What follows belongs to an exercise in optimizing a design on an open flow for small area, a short achievable clock period and few clock cycles per item; a production flow would make more cautious choices.
Function was not checked in any run shown here: the RTL went through the layout flow alone.
Power and IR drop assume default switching activity.

==> flow/design.v, too long to show whole: its modules and the start of the top module <==
// module decision_tree_classifier: 137 lines
module decision_tree_classifier (
    input   wire    clk,
    input   wire    rst,
    input   wire    start,
    input   signed  [31:0]  psd_gamma,
    input   signed  [31:0]  psd_beta,
    input   signed  [31:0]  psd_alpha,
    input   signed  [31:0]  psd_theta,
    input   signed  [31:0]  psd_delta,
    input   signed  [31:0]  peak_amplitude,
    input           [ 7:0]  zero_counter,
    input   signed  [31:0]  dwt_gamma_max,
    input   signed  [31:0]  dwt_gamma_min,
    input   signed  [31:0]  dwt_gamma_mean,
    input   signed  [31:0]  dwt_gamma_sum,
    input   signed  [31:0]  dwt_beta_max,
    input   signed  [31:0]  dwt_beta_min,
    input   signed  [31:0]  dwt_beta_mean,
    input   signed  [31:0]  dwt_beta_sum,
    input   signed  [31:0]  dwt_alpha_max,
    input   signed  [31:0]  dwt_alpha_min,
    input   signed  [31:0]  dwt_alpha_mean,
    input   signed  [31:0]  dwt_alpha_sum,
    input   signed  [31:0]  dwt_theta_max,
    input   signed  [31:0]  dwt_theta_min,
    input   signed  [31:0]  dwt_theta_mean,
    input   signed  [31:0]  dwt_theta_sum,
    input   signed  [31:0]  dwt_delta_max,
    input   signed  [31:0]  dwt_delta_min,
    input   signed  [31:0]  dwt_delta_mean,
    input   signed  [31:0]  dwt_delta_sum,
    output  reg             done,
    output  reg     [3:0]   class_label
);
  // ...
==> flow/run.sh <==
#!/bin/bash
# synth_recipe.tcl (not shown) runs the flow's synth.tcl, then flattens the netlist and writes it again
# the make line also repeats each setting of config.mk as NAME=value (left out here)
make -C /OpenROAD-flow-scripts/flow DESIGN_CONFIG=/design/flow/config.mk WORK_HOME=/design/flow/orfs CLKGATE_MAP_FILE= SYNTH_SCRIPT=/design/flow/synth_recipe.tcl finish
==> flow/config.mk <==
export PLATFORM = sky130hd
export DESIGN_NAME = decision_tree_classifier
export DESIGN_NICKNAME = decision_tree_classifier
export VERILOG_FILES = /design/flow/design.v
export SDC_FILE = /design/flow/constraint.sdc
export NUM_CORES = 4
export LEC_CHECK = 0
export CAP_MARGIN = 20
export CORE_AREA = 5 5 355 355
export DIE_AREA = 0 0 360 360
export PLACE_DENSITY = 0.6
export SLEW_MARGIN = 20
export SYNTH_MEMORY_MAX_BITS = 65536
==> flow/constraint.sdc <==
create_clock -name core_clock -period 14.0 [get_ports {clk}]
set_input_delay 2.8000 -clock core_clock [delete_from_list [all_inputs] [get_ports {clk}]]
set_output_delay 2.8000 -clock core_clock [all_outputs]
set_load 0.01 [all_outputs]
==> summary.txt, run 1 <==
status finished clean; Seq area share 0.00338; # hold bufs at CTS 0; hold path depth 3; Worst path most repeated cell o211ai_1; Final period util 0.472; combinational family with the most area after synthesis compound AO/OA/AOI/OAI gates; Clock Skew 0 ns; total gr overflow 0; Avg Synthesized Cell Area 5.93 µm²; worst reg2reg path startpoint class_label[0]; Startpoint Class input port; Signal buffers 686; first-pass GRT wire length 87400 µm; IR drop worst, VDD 0.0302 mV; crit path DAT 6.67 ns; Vias 11600; clock root cell clkbuf_16; fin cells 3289; CTS max path bufs 2; highest routed layer met5; Clk pwr share 0.105; initial antenna violation count 20; internal power 0.253 mW; Routed wire per std cell 19.9 µm; M1 GR Usage 0.0992; DR iter-0 viols 691; Setup WS post-layout 7.39 ns; HP Class flip-flop to flip-flop; Clock Latency Late Sink 0.22 ns; share of cells above drive strength 1 0.0284; dpl ws 6.87 ns; Area Growth Syn to Fin 148%; asr flop ratio synth 1.00; Seq group 0.00676 mW; Reg area 50.0 µm²
==> run 2, diff against run 1 <==
==> flow/flow/run.sh (new file) <==
#!/bin/bash
# Own layout flow: the standard ORFS flow (standard synthesis unchanged), with
# the port buffers made as the smallest buffer (buf_1) instead of buffer_ports'
# default pick, and timing repair aimed at a setup margin.
set -euo pipefail
cd "$(dirname "$0")/.."
source flow/opts.sh
bash standard.sh > standard.log 2>&1
==> flow/flow/opts.sh (new file) <==
export BUFFER_PORTS_ARGS="-buffer_cell sky130_fd_sc_hd__buf_1"
==> flow/standard.sh (new file) <==
#!/bin/bash
# synth_recipe.tcl (not shown) runs the flow's synth.tcl, then flattens the netlist and writes it again
# the make line also repeats each setting of config.mk as NAME=value (left out here)
make -C /OpenROAD-flow-scripts/flow DESIGN_CONFIG=/design/flow/config.mk WORK_HOME=/design/flow/orfs CLKGATE_MAP_FILE= SYNTH_SCRIPT=/design/flow/synth_recipe.tcl "${@:-finish}"
removed: flow/run.sh
==> summary.txt, run 2 <==
status finished clean (unchanged); Fin. Hold Viols 0 (unchanged); Reg area 50.0 µm² (unchanged); die area 130000 µm² (unchanged); IR drop worst, VDD 0.0222 mV (was 0.0302 mV); R2R depth 3 (unchanged); DR pass1 iterations 6 (was 5); Post-Synth Simple-Gate Area 0.439 (unchanged); CTS max path bufs 2 (unchanged); commonest non-fill, non-tap cell in the layout buf_1 (was clkdlybuf4s50_1); PD cells 27.2 nW/µm² (was 28.1 nW/µm²); Avg Synthesized Cell Area 5.93 µm² (unchanged); FP Rows 128 (unchanged); Worst Max-Slew Pin Slew 1.17 ns (was 1.09 ns); Reg power frac 0.024 (was 0.016); most instantiated cells after synthesis nor2_1, o21ai_0, a21oi_1, nand2_1, nor3_1 (unchanged); M1 GR Usage 0.0939 (was 0.0992); Post-Synth XOR/XNOR Area 0 (unchanged); total gr overflow 0 (unchanged); routed wire length 63800 µm (was 65500 µm); Setup Fix Bufs, Post-CTS 0 (unchanged); Clock Skew 0 ns (unchanged); GR peak layer met2 (unchanged); leading area contributor after synthesis o21ai_0 (unchanged); grt met3 use 0.0194 (was 0.0215); Routability Congestion 0.951 (was 0.921); Seq/Total Area, Yosys 0.00839 (unchanged); Clk pwr share 0.148 (was 0.105); Startpoint Class input port (unchanged); Post-Synth Adder-Cell Area 0 (unchanged); H-tree depth 1 (unchanged); Final setup viols 0 (unchanged); Net Switching 0.159 mW (was 0.163 mW); top cells by area, synth o21ai_0, a21oi_1, nor2_1, nand4_1, nor3_1 (unchanged); internal power 0.129 mW (was 0.253 mW); dpl ws 7.15 ns (was 6.87 ns); Slew Limit Fails 0 (unchanged); total track usage 0.0901 (was 0.0940); Setup WS post-layout 7.76 ns (was 7.39 ns); most frequent cells in the layout buf_1, nor2_1, o21ai_0 (was clkdlybuf4s50_1, nor2_1, o21ai_0); RSZ-0062 raised after global routing no (unchanged); fraction of synthesized area in multiplexers 0.00902 (unchanged); Area Growth Syn to Fin 78.3% (was 148%); Vias/cell 3.54 (was 3.52); vias in the first global route 11300 (was 11800); dpl hpwl 59400 µm (was 61000 µm); share of cells above drive strength 1 0.0255 (was 0.0284); die width 360 µm (unchanged); post-synthesis compound-gate area fraction 0.504 (unchanged); most common cell in the netlist nor2_1 (unchanged); Yosys reg bits 2 (unchanged); CTS clock-pin slew for the worst setup and hold paths 0.03 ns (about the same); Clock Latency Late Sink 0.22 ns (about the same); post-synth top area share 0.0764 (unchanged); I/O pins 848 (unchanged); Post-Synthesis Cells 1006 (unchanged); ANT nets after route 0 (unchanged); Vias 11700 (was 11600); DR iter-0 viols 1076 (was 691); CP max FO 6 (unchanged); met2 Use GR 0.180 (was 0.192); hold path depth 3 (unchanged); combinational share of power 0.828 (was 0.879); leak pwr 2.49 nW (was 4.34 nW); filler cell count 14500 (was 14100); Area after DPL 10500 µm² (was 14700 µm²); total negative slack 0 ns (unchanged); critical path data required time 14.06 ns (was 14.07 ns); number of enable flip-flop cells after synthesis 0 (unchanged); multi-input logic area 5750 µm² (about the same); initial antenna violation count 42 (was 20); Syn Std Cell Area 5960 µm² (unchanged); switching share of power 0.551 (was 0.392); Regs by FF count class_label: 1 flops, done: 1 flops (unchanged); Die Y 360 µm (unchanged); # hold bufs at CTS 0 (unchanged); asr flop ratio synth 1.00 (unchanged); Num CTS Buffers 3 (unchanged); Slew HR 0.211 (was 0.271); Core Area 122000 µm² (unchanged); clk sink count 2 (unchanged); first-pass GRT wire length 82600 µm (was 87400 µm); CP Class input port to flip-flop (unchanged); combinational family with the most area after synthesis compound AO/OA/AOI/OAI gates (unchanged); CTS resizes 0 (unchanged); Tmin final 6.24 ns (was 6.61 ns); crit path DAT 6.30 ns (was 6.67 ns); Final period util 0.446 (was 0.472); leading register cell type out of synthesis dfrtp_1 (unchanged); max frequency 0.160 GHz (was 0.151 GHz); clock root cell clkbuf_16 (unchanged); total of max-cap violations 0 (unchanged); Routed wire per std cell 19.4 µm (was 19.9 µm); distinct cell type count after synthesis 69 (unchanged); Setup crit end kind flip-flop (unchanged); Nets 2495 (was 2501); drt drc 0 (unchanged); port bufs 668 (unchanged); Starting Density 0.0490 (unchanged); HP Class flip-flop to flip-flop (unchanged); final instance area 10600 µm² (was 14800 µm²); largest net degree at the start of global routing 16 (unchanged); Synth Warn # 1 (unchanged); CTS tree done (unchanged)
-- run 2: cell counts after synthesis --
Identical to the previous run, type by type.
-- run 2: kinds of logic (layout without fill, tap and decap cells) --
logic type | after synthesis | count (layout)
other | 1 | 24
buffers and inverters | 60 | 702
muxes | 5 | 5
and+or+nand+nor | 498 | 498
AOI/OAI and AO/OA | 440 | 440
DFF | 2 | 2
-- run 2: per-stage QoR --
| stage | utilization | std cells | hold WS (ns) | power, mW |
|---|---|---|---|---|
| 2_1_floorplan | - | 1008 | 0.719 | 0.0913 |
| 3_3_place_gp | 0.0863 | 3272 | 0.836 | 0.247 |
| 3_5_place_dp | 0.0863 | 3272 | 0.879 | 0.250 |
| 4_1_cts | 0.0869 | 3275 | 0.890 | 0.294 |
| 5_1_grt | 0.0873 | 3293 | 0.910 | 0.318 |
| 6_report | 0.0873 | 3296 | 0.864 | 0.289 |
-- run 2: path summary, 6_finish.rpt --
| check | startpoint | slack, ns | end |
|---|---|---|---|
| worst max-delay path | psd_alpha[23] | 7.76 | class_label[0] |
| worst min-delay path | class_label[0] | 0.86 | class_label[0] |
| worst max register to register | class_label[0] | 12.98 | class_label[0] |
| worst min register to register | class_label[0] | 0.86 | class_label[0] |
| max in group asynchronous | rst | 11.49 | done |
| min in group asynchronous | rst | 2.40 | class_label[0] |
-- run 2: worst max-delay path, stage by stage --
cell,delay (ns)
buf_1,0.11
nor4_1,0.42
nand3_1,0.33
a2111oi_2,0.64
o211ai_1,0.41
a2111oi_1,0.83
a211oi_1,0.10
nand2_1,0.11
nand4b_1,0.16
o211ai_1,0.19
a32oi_1,0.19
-- run 2: final cells by class --
class,count,share of cell area
Multi-Input combinational cell,946,0.541
Timing Repair Buffer,680,0.244
Tap cell,1625,0.191
Clock buffer,3,0.00706
Inverter,19,0.00671
Antenna cell,21,0.00494
Sequential cell,2,0.00471
-- run 2: metal layers --
metal / wire, µm / up-vias
li1: - / 5498
met1: 22800 / 5343
met2: 34400 / 717
met3: 4650 / 96
met4: 1960 / 14
met5: 85 / -
-- run 2: power groups by stage --
stage | combinational [mW] | sequential [mW] | clock, mW
finish | 0.239 | 0.00700 | 0.0427
global route | 0.266 | 0.00711 | 0.0445
CTS | 0.244 | 0.00704 | 0.0435
detailed placement | 0.243 | 0.00709 | 0
global placement | 0.240 | 0.00710 | 0
floorplan | 0.0841 | 0.00713 | 0
==> run 3, diff against run 2 <==
==> flow/flow/opts.sh (replaced) <==
export BUFFER_PORTS_ARGS="-buffer_cell sky130_fd_sc_hd__buf_1"
export SETUP_SLACK_MARGIN=9
==> summary.txt, run 3 <==
Fin. Hold Viols 0 (unchanged); CP Class input port to flip-flop (unchanged); Num CTS Buffers 3 (unchanged); share of cells above drive strength 1 0.0532 (was 0.0255); PD cells 27.1 nW/µm² (was 27.2 nW/µm²); RSZ-0062 raised after global routing yes (was no); leak pwr 2.58 nW (was 2.49 nW); highest routed layer met5 (unchanged); Setup WS post-layout 8.52 ns (was 7.76 ns); total of max-cap violations 0 (unchanged); initial antenna violation count 41 (was 42); die area 130000 µm² (unchanged); endpoint of the worst hold path class_label[0] (unchanged); asr flop ratio synth 1.00 (unchanged); Seq/Total Area, Yosys 0.00839 (unchanged); dpl cells 3272 (unchanged); Final setup viols 0 (unchanged); HP Class flip-flop to flip-flop (unchanged); Regs by FF count class_label: 1 flops, done: 1 flops (unchanged); first-pass GRT wire length 82800 µm (was 82600 µm); met1 WL 22700 µm (was 22800 µm); Area Growth Syn to Fin 84.5% (was 78.3%); drt drc 0 (unchanged); setup slack, reg-to-reg 12.97 ns (was 12.98 ns); port bufs 668 (unchanged); critical path data required time 14.07 ns (was 14.06 ns); Clock Skew 0 ns (unchanged); DR pass1 iterations 8 (was 6); Synth Warn # 1 (unchanged); number of enable flip-flop cells after synthesis 0 (unchanged); I/O pins 848 (unchanged); # hold bufs at CTS 0 (unchanged); Syn Std Cell Area 5960 µm² (unchanged); Routability Congestion 0.951 (unchanged); largest net degree at the start of global routing 16 (unchanged); multi-input logic area 6040 µm² (was 5750 µm²); met3 wire len 4810 µm (was 4650 µm); max frequency 0.182 GHz (was 0.160 GHz); most instantiated cells after synthesis nor2_1, o21ai_0, a21oi_1, nand2_1, nor3_1 (unchanged); total gr overflow 0 (unchanged); routed wire length 64100 µm (was 63800 µm); Nets 2500 (was 2495); CTS clock-pin slew for the worst setup and hold paths 0.03 ns (about the same); Setup crit end kind flip-flop (unchanged); Die Y 360 µm (unchanged); most common cell in the netlist nor2_1 (unchanged); Core Area 122000 µm² (unchanged); dpl hpwl 59400 µm (unchanged); IR drop worst, VDD 0.0225 mV (was 0.0222 mV); die width 360 µm (unchanged); fin cells 3304 (was 3296); R2R depth 3 (unchanged); Design Power 0.298 mW (was 0.289 mW); Slew Limit Fails 0 (unchanged); Yosys reg bits 2 (unchanged); clk sink count 2 (unchanged); Vias/cell 3.57 (was 3.54); status finished clean (unchanged); leading register cell type out of synthesis dfrtp_1 (unchanged); Final period util 0.392 (was 0.446); vias in the first global route 11300 (about the same); total track usage 0.0904 (was 0.0901); Reg area 50.0 µm² (unchanged); end of the worst register-to-register path class_label[0] (unchanged); Min-Delay Startpoint class_label[0] (unchanged); DR iter-0 viols 1013 (was 1076); leading area contributor after synthesis o21ai_0 (unchanged); crit path DAT 5.55 ns (was 6.30 ns); Starting Density 0.0490 (unchanged); Routed wire per std cell 19.4 µm (about the same); Routed met2 length 34400 µm (about the same); Clock Latency Late Sink 0.22 ns (about the same); distinct cell type count after synthesis 69 (unchanged); Startpoint Class input port (unchanged); ANT nets after route 0 (unchanged); hold path depth 3 (unchanged); Post-Synthesis Cells 1006 (unchanged); total negative slack 0 ns (unchanged); H-tree depth 1 (unchanged); most frequent cells in the layout buf_1, nor2_1, o21ai_0 (unchanged); clock root cell clkbuf_16 (unchanged); dpl ws 7.15 ns (unchanged); top cells by area, synth o21ai_0, a21oi_1, nor2_1, nand4_1, nor3_1 (unchanged); CTS tree done (unchanged); commonest non-fill, non-tap cell in the layout buf_1 (unchanged); worst reg2reg path startpoint class_label[0] (unchanged); Tmin final 5.48 ns (was 6.24 ns); Vias 11800 (was 11700); filler cell count 14500 (about the same); CP max FO 4 (was 6); FP Rows 128 (unchanged); post-synth top area share 0.0764 (unchanged); Slew HR 0.295 (was 0.211); CTS max path bufs 2 (unchanged); Avg Synthesized Cell Area 5.93 µm² (unchanged); Worst Max-Slew Pin Slew 1.05 ns (was 1.17 ns)
## run 3: worst max path at each step
stage,startpoint,end,slack [ns],cells after the start
6_report,psd_theta[19],class_label[0],8.52,12
5_1_grt,psd_beta[4],class_label[0],8.43,11
4_1_cts,psd_alpha[30],class_label[0],8.28,11
3_5_place_dp,psd_alpha[23],class_label[0],7.15,11
3_3_place_gp,psd_alpha[23],class_label[0],7.18,11
2_1_floorplan,psd_beta[5],class_label[0],9.18,10
## run 3: cell families after synthesis
family	share of synthesized area
and+or+nand+nor	0.439
AOI/OAI and AO/OA	0.504
buffers and inverters	0.0399
muxes	0.00902
DFF	0.00839
other	0.000629
## run 3: critical path, cell delays in order
cell	delay, ns
clkbuf_2	0.21
or4_1	0.62
nor2_4	0.13
buf_12	0.13
nand3_1	0.12
o31a_4	0.44
nand3_1	0.12
a31oi_1	0.16
o21ai_0	0.29
nand4b_1	0.13
a31oi_1	0.24
a32oi_1	0.11
## run 3: metrics by stage
| step | cell area (µm²) | util | hold slack (ns) |
|---|---|---|---|
| after floorplan | 5970 | - | 0.719 |
| after global placement | 10500 | 0.0863 | 0.836 |
| after detailed placement | 10500 | 0.0863 | 0.879 |
| after CTS | 10800 | 0.0886 | 0.890 |
| after global routing | 11000 | 0.0903 | 0.905 |
| final | 11000 | 0.0904 | 0.867 |
## run 3: power breakdown
part	internal (mW)	switching, mW	leakage [nW]
Clock	0.0363	0.00663	0.0371
Sequential	0.00649	0.000519	0.0234
Combinational	0.0901	0.158	2.52
## run 3: area by class of cell
cell class,count,area share
Timing Repair Buffer,685,0.243
Clock buffer,3,0.00682
Antenna cell,24,0.00546
Tap cell,1625,0.185
Inverter,19,0.00648
Multi-Input combinational cell,946,0.549
Sequential cell,2,0.00455
## run 3: layer usage
metal  up-vias  track usage
met2       734        0.181
met1      5427       0.0942
met5         -            0
met4        16       0.0249
met3       104       0.0193
li1       5522            -
## run 3: repair_timing
| item | 4_1_cts | 5_1_grt |
|---|---|---|
| pin swaps | 14 | 18 |
| setup endpoints to repair | 1 | 1 |
| resized for setup | 36 | 33 |
| endpoints found under the hold margin | 0 | 0 |
| buffers inserted | 3 | 2 |
==> run 4, diff against run 3 <==
--- a/flow/config.mk
+++ b/flow/config.mk
@@ -6,8 +6,8 @@
 export NUM_CORES = 4
 export LEC_CHECK = 0
 export CAP_MARGIN = 20
-export CORE_AREA = 5 5 355 355
-export DIE_AREA = 0 0 360 360
+export CORE_AREA = 5 5 215 215
+export DIE_AREA = 0 0 220 220
 export PLACE_DENSITY = 0.6
 export SLEW_MARGIN = 20
 export SYNTH_MEMORY_MAX_BITS = 65536
==> summary.txt, run 4 <==
Post-Synth XOR/XNOR Area 0 (unchanged); top cells by area, synth o21ai_0, a21oi_1, nor2_1, nand4_1, nor3_1 (unchanged); Post-Synth Simple-Gate Area 0.439 (unchanged); post-synth top area share 0.0764 (unchanged); Seq/Total Area, Yosys 0.00839 (unchanged); number of enable flip-flop cells after synthesis 0 (unchanged); FP Rows 77 (was 128); fraction of synthesized area in multiplexers 0.00902 (unchanged); leading area contributor after synthesis o21ai_0 (unchanged); distinct cell type count after synthesis 69 (unchanged); Starting Density 0.136 (was 0.0490); asr flop ratio synth 1.00 (unchanged); First Err [ERROR PPL-0024] Number of IO pins (848) exceeds maximum number of available positions (790). Increase the die perimeter from 880.00um to 1153.28um.; Post-Synthesis Cells 1006 (unchanged); Die Y 220 µm (was 360 µm); most common cell in the netlist nor2_1 (unchanged); Avg Synthesized Cell Area 5.93 µm² (unchanged); Synth Warn # 1 (unchanged); Syn Std Cell Area 5960 µm² (unchanged); Yosys reg bits 2 (unchanged); post-synthesis compound-gate area fraction 0.504 (unchanged); status stopped before the end (was finished clean); last flow stage reached I/O pin placement; combinational family with the most area after synthesis compound AO/OA/AOI/OAI gates (unchanged); die width 220 µm (was 360 µm); Post-Synth Adder-Cell Area 0 (unchanged); leading register cell type out of synthesis dfrtp_1 (unchanged); most instantiated cells after synthesis nor2_1, o21ai_0, a21oi_1, nand2_1, nor3_1 (unchanged)
==> run 4: cell families after synthesis <==
kind of cell,count (synthesis)
other,1
buffers and inverters,60
muxes,5
and+or+nand+nor,498
DFF,2
AOI/OAI and AO/OA,440
==> run 5, diff against run 4 <==
--- a/flow/config.mk
+++ b/flow/config.mk
@@ -6,8 +6,8 @@
 export NUM_CORES = 4
 export LEC_CHECK = 0
 export CAP_MARGIN = 20
-export CORE_AREA = 5 5 215 215
-export DIE_AREA = 0 0 220 220
+export CORE_AREA = 5 5 265 265
+export DIE_AREA = 0 0 270 270
 export PLACE_DENSITY = 0.6
 export SLEW_MARGIN = 20
 export SYNTH_MEMORY_MAX_BITS = 65536
==> summary.txt, run 5 <==
status finished clean (was stopped before the end); first-pass GRT wire length 77700 µm; Starting Density 0.0888 (was 0.136); distinct cell type count after synthesis 69 (unchanged); worst reg2reg path startpoint class_label[0]; leak pwr 2.48 nW; Regs by FF count class_label: 1 flops, done: 1 flops; Final setup viols 0; initial antenna violation count 36; Setup WS post-layout 8.51 ns; max frequency 0.182 GHz; Avg Synthesized Cell Area 5.93 µm² (unchanged); Vias 11700; worst setup path end class_label[0]; Area Growth Syn to Fin 62.1%; CP Class input port to flip-flop; DR pass1 iterations 5; port bufs 668; CTS tree done; total gr overflow 0; Final period util 0.392; R2R depth 3; CTS clock-pin slew for the worst setup and hold paths 0.03 ns; Fin. Hold Viols 0; setup slack, reg-to-reg 12.89 ns; met2 Use GR 0.252; clock root cell clkbuf_16; routed wire length 57700 µm; Tmin final 5.49 ns; HP Class flip-flop to flip-flop; top cells by area, synth o21ai_0, a21oi_1, nor2_1, nand4_1, nor3_1 (unchanged); Clock Skew 0 ns; Vias/cell 4.64; leading register cell type out of synthesis dfrtp_1 (unchanged); Nets 2488; die area 72900 µm²; Routability Congestion 1.01; total negative slack 0 ns; DR iter-0 viols 689; Startpoint Class input port; number of enable flip-flop cells after synthesis 0 (unchanged); end of the worst register-to-register path class_label[0]; most frequent cells in the layout buf_1, nor2_1, o21ai_0; GR peak layer met2; vias in the first global route 11400; most common cell in the netlist nor2_1 (unchanged); Num CTS Buffers 3; IR drop worst, VDD 0.0365 mV; CP max FO 2; FP Rows 95 (was 77); Setup crit end kind flip-flop; drt drc 0; Routed wire per std cell 22.8 µm; largest net degree at the start of global routing 16; commonest non-fill, non-tap cell in the layout buf_1; Post-Synthesis Cells 1006 (unchanged); die width 270 µm (was 220 µm); Syn Std Cell Area 5960 µm² (unchanged); dpl hpwl 52900 µm; I/O pins 848; CTS max path bufs 2; Die Y 270 µm (was 220 µm); Clock Latency Late Sink 0.22 ns; Slew HR 0.319; leading area contributor after synthesis o21ai_0 (unchanged); CP startpoint dwt_beta_sum[9]; dpl ws 7.48 ns; Core Area 67200 µm²; final core occ 0.144; post-synth top area share 0.0764 (unchanged); most instantiated cells after synthesis nor2_1, o21ai_0, a21oi_1, nand2_1, nor3_1 (unchanged); Worst Max-Slew Pin Slew 1.01 ns; Slew Limit Fails 0; critical path data required time 14.07 ns; asr flop ratio synth 1.00 (unchanged); total of max-cap violations 0; total track usage 0.144; RSZ-0062 raised after global routing yes; clk sink count 2; M1 GR Usage 0.158; H-tree depth 1; grt met3 use 0.0615; Yosys reg bits 2 (unchanged); ANT nets after route 0; Seq/Total Area, Yosys 0.00839 (unchanged); share of cells above drive strength 1 0.0292; Synth Warn # 1 (unchanged); PD cells 29.0 nW/µm²; crit path DAT 5.55 ns
-- run 5: cell counts after synthesis --
No cell type changed its count.
-- run 5: worst min-delay path by stage --
stage / cells past startpoint / slack [ns] / from / endpoint
after global placement: 3 / 1.0 / class_label[0] / class_label[0]
after detailed placement: 3 / 0.99 / class_label[0] / class_label[0]
final: 3 / 0.95 / class_label[0] / class_label[0]
after CTS: 3 / 0.96 / class_label[0] / class_label[0]
after floorplan: 3 / 0.72 / class_label[0] / class_label[0]
after global routing: 3 / 0.98 / class_label[0] / class_label[0]
-- run 5: stage by stage --
stage                     instances  cell area [µm²]  total power, mW  hold WS, ns
after detailed placement       2513             9450            0.234        0.992
final                          2531             9670            0.281        0.954
after global placement         2513             9450            0.233        0.997
after global routing           2528             9660            0.306        0.976
after CTS                      2516             9610            0.280        0.956
after floorplan                1008             5970           0.0913        0.719
-- run 5: per-layer routing --
layer,up-vias,wire length (µm)
met5,-,243
met4,40,2170
met3,114,6920
met2,762,27300
met1,5335,21100
li1,5490,-
-- run 5: kinds of logic (layout without fill, tap and decap cells) --
| group | after synthesis | after routing | synth area share |
|---|---|---|---|
| multiplexers | 5 | 5 | 0.00902 |
| AND/OR/NAND/NOR | 498 | 498 | 0.439 |
| other | 1 | 18 | 0.000629 |
| AO/OA/AOI/OAI | 440 | 440 | 0.504 |
| flip-flops | 2 | 2 | 0.00839 |
| buffers and inverters | 60 | 695 | 0.0399 |
-- run 5: final cells by class --
class	instances	area (µm²)
antenna	15	37.5
clock buffer	3	75.1
fill	7916	57500
inverter	19	71.3
multi-input combinational	946	5790
sequential	2	50.0
tap	873	1090
timing repair buffer	673	2550
-- run 5: repair_timing --
item / 4_1_cts / 5_1_grt
pin swaps: 8 / 4
setup endpoints to repair: 1 / 1
buffers inserted: 0 / 0
gates resized for setup: 24 / 4
hold buffers: 0 / 0
-- run 5: power breakdown --
part / total, mW / switching [mW] / internal (mW)
Clock: 0.0424 / 0.00611 / 0.0363
Combinational: 0.231 / 0.144 / 0.0863
Sequential: 0.00747 / 0.000988 / 0.00648
-- run 5: worst max-delay path: stages --
cell and delay [ns]:
buf_1 0.07, or4_1 0.53, a311o_2 0.41, a2111o_1 0.39, a31oi_1 0.16, o211ai_1 0.39
nand4_1 0.39, nand4b_1 0.13, o211ai_1 0.12, a32oi_2 0.16

[re-timing with driven ports]
How much do the figures lean on ideal ports? The routed layouts below were timed once more, with nothing changed but the port constraints. Step 1 assumes that a clkbuf_16 drives the clock port and a buf_2 every other input. Step 2 also shifts input and output timing later by t, the mid clock arrival at the registers, as if the neighbouring blocks saw the same clock. a / b / c = no drivers / after step 1 / after step 2; a / b = the first two.
run | t (ns) | setup WS [ns] | worst hold slack (ns) | worst register clock-pin slew, ns | cell pins on the clock port's net
run 1 | 0.271 | 7.395 / 7.413 / 7.143 | 0.796 / 0.796 / 0.796 | 0.03 / 0.03 | 1
run 2 | 0.268 | 7.759 / 7.784 / 7.516 | 0.864 / 0.864 / 0.864 | 0.03 / 0.03 | 1
run 3 | 0.270 | 8.518 / 8.504 / 8.235 | 0.867 / 0.867 / 0.867 | 0.03 / 0.03 | 1
run 5 | 0.249 | 8.513 / 8.502 / 8.253 | 0.954 / 0.954 / 0.954 | 0.03 / 0.03 | 1
After both steps setup and hold are still met in every run listed. For run 3, which loses most, drivers alone change the setup slack by -0.014 ns; drivers and shift together by -0.283 ns.
